Source: an optimization exercise on an open RTL-to-GDS flow (aim: small area). Production flows keep margins and buffers that such runs may drop.
Function was checked by simulation only, so behaviour that the tests miss may differ from the original.

## P
==> flow/design.v <==
module top_mem_ctrl
  (
    input wire HCLK,
    input wire HRESETn,
    input wire [31:0] HADDR,
    input wire [2:0] HBURST,
    input wire [3:0] HPROT,
    input wire [2:0] HSIZE,
    input wire [1:0] HTRANS,
    input wire [31:0] HWDATA,
    input wire HWRITE,
    input wire HREADYIN,
    input wire HSEL,
    output wire [31:0] HRDATA,
    output wire HRESP,
    output wire HREADYOUT,
    input wire [31:0] MEM_RDATA,
    output wire [31:0] MEM_WDATA,
    output wire [11:0] MEM_ADDR,
    output wire [1:0] MEM_BA,
    output wire MEM_CKE,
    output wire MEM_CSn,
    output wire MEM_RASn,
    output wire MEM_CASn,
    output wire MEM_WEn,
    output wire [3:0] MEM_DQM
  );
  localparam [3:0]
    S_IW0   = 4'd0,    
    S_IW1   = 4'd2,    
    S_IW2   = 4'd1,    
    S_PCR   = 4'd3,    
    S_IW4   = 4'd4,    
    S_IAR2  = 4'd5,    
    S_IW5   = 4'd6,    
    S_MODE  = 4'd7,    
    S_IDLE  = 4'd14,   
    S_RF    = 4'd9,    
    S_CHECK = 4'd10,   
    S_RELAY = 4'd8,    
    S_PREP  = 4'd12,   
    S_BURST = 4'd13,   
    S_RPRE  = 4'd11,   
    S_W     = 4'd15;   
  reg [3:0]   state;
  reg [3:0]   next_state;
  reg [11:0]  cnt;           
  reg         busyn;         
  reg         next_busyn;
  reg         valid;         
  reg [11:0]  line_a;        
  reg [255:0] line_d;        
  reg [2:0]   ptr;           
  wire enable = HSEL & HREADYIN;
  wire [3:0] diff_b = {1'b0, HADDR[2:0]} - {1'b0, line_a[2:0]};
  wire [2:0] diff = diff_b[2:0];
  wire       b = diff_b[3];
  wire [8:0] hx = HADDR[11:3];
  wire [8:0] hy = ~line_a[11:3];
  wire [9:0] hc = {hx | hy, ~b};
  wire hit = (&((hx ^ hy) ~^ hc[8:0])) & hc[9];
  wire lfsr_fb = ~(cnt[11] ^ cnt[10] ^ cnt[7] ^ cnt[5]);
  wire ro_3    = cnt[2];                                                    
  wire ro_750  = cnt[0] & ~cnt[1] & ~cnt[3] & cnt[5] & ~cnt[8] & cnt[9] & ~cnt[10];   
  wire ro_init = ~cnt[0] & ~cnt[2] & ~cnt[4] & ~cnt[5] & cnt[6] & ~cnt[7] & ~cnt[8]
               & cnt[9] & cnt[10];                                        
  wire step0   = ~cnt[0];                  
  wire step1   = cnt[0] & ~cnt[1];         
  reg step;
  reg ras, cas, we, cke, addr_sel, mode;
  always @* begin
    next_state = state;
    next_busyn = 1'b0;
    step = 1'b0;
    ras = 1'b1; cas = 1'b1; we = 1'b1; cke = 1'b1;
    addr_sel = 1'b0; mode = 1'b0;
    case (state)
      S_IW0:   begin cke = 1'b0; step = 1'b1;
                     if (ro_init) next_state = S_IW1; end
      S_IW1:   next_state = S_IW2;
      S_IW2:   begin step = ~ro_init;
                     if (ro_init) next_state = S_PCR; end
      S_PCR:   begin
                 step = ~cnt[1];
                 if (step0) begin ras = 1'b0; we = 1'b0; end             
                 if (cnt[1]) begin ras = 1'b0; cas = 1'b0;               
                                   next_state = S_IW4; end
               end
      S_IW4:   begin step = 1'b1;
                     if (ro_3) next_state = S_IAR2; end
      S_IAR2:  begin ras = 1'b0; cas = 1'b0; next_state = S_IW5; end
      S_IW5:   begin step = ~ro_3;
                     if (ro_3) next_state = S_MODE; end
      S_MODE:  begin
                 step = ~cnt[1];
                 if (step0) begin ras = 1'b0; cas = 1'b0; we = 1'b0;     
                                  mode = 1'b1; end
                 if (cnt[1]) next_state = S_IDLE;                        
               end
      S_IDLE: begin
        if (ro_750) begin
          ras = 1'b0; cas = 1'b0;
          next_state = S_RF;
        end else if (enable) begin
          next_state = HWRITE ? S_W : S_CHECK;
        end else begin
          next_busyn = 1'b1;
          step = 1'b1;
        end
      end
      S_RF:    begin
                 step = ~cnt[3];
                 if (step0) begin ras = 1'b0; we = 1'b0; end             
                 if (step1) begin ras = 1'b0; cas = 1'b0; end            
                 if (cnt[3]) next_state = S_IDLE;                        
               end
      S_CHECK: begin next_busyn = hit;
                     next_state = hit ? S_RELAY : S_PREP; end
      S_RELAY: begin next_busyn = 1'b1; next_state = S_IDLE; end
      S_PREP:  begin
                 step = step0; addr_sel = 1'b1;
                 if (step0) ras = 1'b0;                                  
                 else begin cas = 1'b0; next_state = S_BURST; end       
               end
      S_BURST: begin addr_sel = la_load; we = (ptr != 3'd0);
                     if (ptr == 3'd0) next_state = S_RPRE; end
      S_RPRE:  begin ras = 1'b0; we = 1'b0; next_busyn = 1'b1;
                     next_state = S_RELAY; end
      S_W:     begin
                 step = ~cnt[2];
                 addr_sel = ~cnt[1];                                     
                 we = step0;                                             
                 cas = ~step1;                                           
                 ras = ~(step0 | cnt[2]);                                
                 next_busyn = cnt[1];                                    
                 if (cnt[2]) next_state = S_IDLE;                        
               end
      default: ;
    endcase
  end
  always @(posedge HCLK or negedge HRESETn) begin
    if (!HRESETn) begin
      state <= S_IW0;
      busyn <= 1'b0;
      cnt   <= 12'd0;
    end else begin
      state <= next_state;
      busyn <= next_busyn;
      cnt   <= step ? {cnt[10:0], lfsr_fb} : 12'd0;
    end
  end
  reg la_load, la_keep;
  wire la_load_next = (state == S_PREP) && !step0;
  always @(posedge HCLK) begin
    la_load <= la_load_next;
    la_keep <= !la_load_next && (next_state != S_IW0);
  end
  always @(posedge HCLK) begin
    valid  <= la_load | (la_keep & valid);
    line_a <= ({12{la_load}} & HADDR[11:0]) | ({12{la_keep}} & line_a);
  end
  reg fill_q, keep_q;
  wire fill_next = (next_state == S_BURST);
  always @(posedge HCLK) begin
    fill_q <= fill_next;
    keep_q <= ~fill_next;
  end
  wire [31:0] word7_in = ({32{fill_q}} & MEM_RDATA) | ({32{keep_q}} & line_d[31:0]);
  always @(posedge HCLK)
    line_d <= {word7_in, line_d[255:32]};
  always @(posedge HCLK)
    ptr <= (state == S_PREP && !step0) ? 3'd7 : ptr - 3'd1;
  reg [2:0] pos_q;
  wire [2:0] rel_off = (state == S_CHECK) ? diff[2:0] : 3'd0;
  always @(posedge HCLK)
    pos_q <= ptr + rel_off;
  wire relay_q = (state == S_RELAY) & valid;
  wire [7:0] sel_q = {8{relay_q}} & (8'd1 << pos_q);
  reg [31:0] rdata;
  integer k;
  always @* begin
    rdata = 32'd0;
    for (k = 0; k < 8; k = k + 1)
      rdata = rdata | ({32{sel_q[k]}} & line_d[k*32 +: 32]);
  end
  assign HRDATA    = rdata;
  assign HRESP     = 1'b0;
  assign HREADYOUT = busyn;
  assign MEM_WDATA = HWDATA;
  assign MEM_BA    = HADDR[13:12];
  assign MEM_ADDR  = mode ? 12'h213 : (addr_sel ? HADDR[11:0] : 12'd0);
  assign MEM_CKE   = cke;
  assign MEM_CSn   = 1'b0;
  assign MEM_RASn  = ras;
  assign MEM_CASn  = cas;
  assign MEM_WEn   = we;
  assign MEM_DQM   = 4'b1111;
endmodule
==> flow/config.mk <==
export PLATFORM = sky130hd
export DESIGN_NAME = top_mem_ctrl
export DESIGN_NICKNAME = top_mem_ctrl
export VERILOG_FILES = /design/flow/design.v
export SDC_FILE = /design/flow/constraint.sdc
export NUM_CORES = 4
export LEC_CHECK = 0
export CAP_MARGIN = 20
export CORE_MARGIN = 2
export CORE_UTILIZATION = 70
export CTS_BUF_LIST = sky130_fd_sc_hd__clkbuf_8
export CTS_CLUSTER_DIAMETER = 60
export CTS_CLUSTER_SIZE = 20
export SLEW_MARGIN = 20
==> flow/constraint.sdc <==
create_clock -name core_clock -period 10.0 [get_ports {HCLK}]
set_input_delay 2.0000 -clock core_clock [delete_from_list [all_inputs] [get_ports {HCLK}]]
set_output_delay 2.0000 -clock core_clock [all_outputs]
set_load 0.01 [all_outputs]
standard.sh (not shown) runs the stock make flow with config.mk's settings and CLKGATE_MAP_FILE= SYNTH_SCRIPT=/design/flow/synth_recipe.tcl, a recipe that flattens the netlist after the stock synthesis.
==> flow/flow/run.sh <==
#!/bin/bash
# Standard ORFS layout (the standard.sh) with these changes:
#  - synthesis maps logic with an area-oriented ABC script (flow/abc_area.script)
#    instead of ORFS's speed script, and leaves adders to ABC instead of
#    mapping them to half/full adder cells first (ADDER_MAP_FILE empty);
#    everything else in synthesis, including flip-flop mapping, is the
#    standard synthesis script, run unchanged
#  - ports are buffered with the smallest buffer (buf_1); every port still
#    gets its buffer
#  - clock tree synthesis uses clkbuf_8 (clkbuf_4 at the root) and inserts
#    no dummy loads
#  - the constant outputs keep synthesis's two tie cells (one tie-high and
#    one tie-low) instead of getting one tie cell each
# Each tool's log stays in orfs/logs; make's own output goes to
# standard_flow.log in the work folder.
set -euo pipefail
W=$(pwd)
orig=$(grep -o 'SYNTH_SCRIPT=[^ ]*' standard.sh | head -1 | cut -d= -f2)
cat > "$W/my_synth.tcl" <<EOT
proc abc {args} {
  set i [lsearch -exact \$args -script]
  if {\$i >= 0} { set args [lreplace \$args \$i [expr {\$i+1}] -script $W/flow/abc_area.script] }
  yosys abc {*}\$args
}
source $orig
EOT
sed "s#SYNTH_SCRIPT=[^ ]*#SYNTH_SCRIPT=$W/my_synth.tcl ADDER_MAP_FILE=#" standard.sh > my_standard.sh
export SKIP_REPAIR_TIE_FANOUT=1
export BUFFER_PORTS_ARGS="-buffer_cell sky130_fd_sc_hd__buf_1"
export CTS_ARGS="-sink_clustering_enable -repair_clock_nets -dont_use_dummy_load -sink_clustering_size 20 -sink_clustering_max_diameter 60 -buf_list sky130_fd_sc_hd__clkbuf_8 -root_buf sky130_fd_sc_hd__clkbuf_4"
bash my_standard.sh finish > standard_flow.log 2>&1
==> flow/flow/abc_area.script <==
strash
dch -f
amap
&get -n
&st
&dch -f
&nf -R 1000
&put
&get -n
&st
&dch -f
&nf -R 1000
&put
topo
stime -c
P closes out successfully: all stages finished, all timing, DRC and antenna checks passed.
The inputs of T differ from those of P as listed below.
--- a/flow/design.v
+++ b/flow/design.v
@@ -123,6 +123,6 @@
                  else begin cas = 1'b0; next_state = S_BURST; end       
                end
-      S_BURST: begin addr_sel = la_load; we = (ptr != 3'd0);
-                     if (ptr == 3'd0) next_state = S_RPRE; end
+      S_BURST: begin addr_sel = la_load; we = (ptr != 3'd1);
+                     if (ptr == 3'd1) next_state = S_RPRE; end
       S_RPRE:  begin ras = 1'b0; we = 1'b0; next_busyn = 1'b1;
                      next_state = S_RELAY; end
@@ -170,9 +170,9 @@
     line_d <= {word7_in, line_d[255:32]};
   always @(posedge HCLK)
-    ptr <= (state == S_PREP && !step0) ? 3'd7 : ptr - 3'd1;
+    ptr <= (state == S_PREP && !step0) ? 3'd0 : ptr - 3'd1;
   reg [2:0] pos_q;
   wire [2:0] rel_off = (state == S_CHECK) ? diff[2:0] : 3'd0;
   always @(posedge HCLK)
-    pos_q <= ptr + rel_off;
+    pos_q <= ptr - 3'd1 + rel_off;
   wire relay_q = (state == S_RELAY) & valid;
   wire [7:0] sel_q = {8{relay_q}} & (8'd1 << pos_q);
==> notes.md <==
The lower number of antenna cells inserted came out of T. Count of nets after finishing of T exceeds that of P slightly. Looking at P and T, the area of the mapped netlist is a wash. Delta (T minus P): highest clock frequency the design can meet rose 1.0%, number of buffers inserted during clock tree synthesis fell 1, layout overhead on the synthesized area fell 0.20 points, first-pass GRT wire length rose 490 um. Clock-buffer cell count ends up higher on P. Share of the synthesized area in compound gates (AO/OA/AOI/OAI) | T below P. Routed wire length on T is behind P.

[separate check: timing with driven ports]
How much do the figures lean on ideal ports? The routed layouts below were timed once more, with nothing changed but the port constraints. Step 1 (the two cells are an assumption about what drives the block):
set clk [get_ports {HCLK}]
set_driving_cell -lib_cell sky130_fd_sc_hd__clkbuf_16 $clk
set_driving_cell -lib_cell sky130_fd_sc_hd__buf_2 [delete_from_list [all_inputs] $clk]
Step 2 adds t to the input delays and takes it off the output delays; t is the mean of the earliest and latest rising clock arrival at the registers after step 1. Input paths then give back, and output paths get back, about the clock's delay inside the block. a / b / c = no drivers / after step 1 / after step 2; a / b = the first two.
| run | shift t [ns] | setup slack, ns | pins driven straight from the clock port |
|---|---|---|---|
| P | 0.629 | 4.073 / 4.047 / 4.676 | 1 |
| T | 0.603 | 4.134 / 4.104 / 4.707 | 1 |
After both steps every run listed still meets setup and hold.
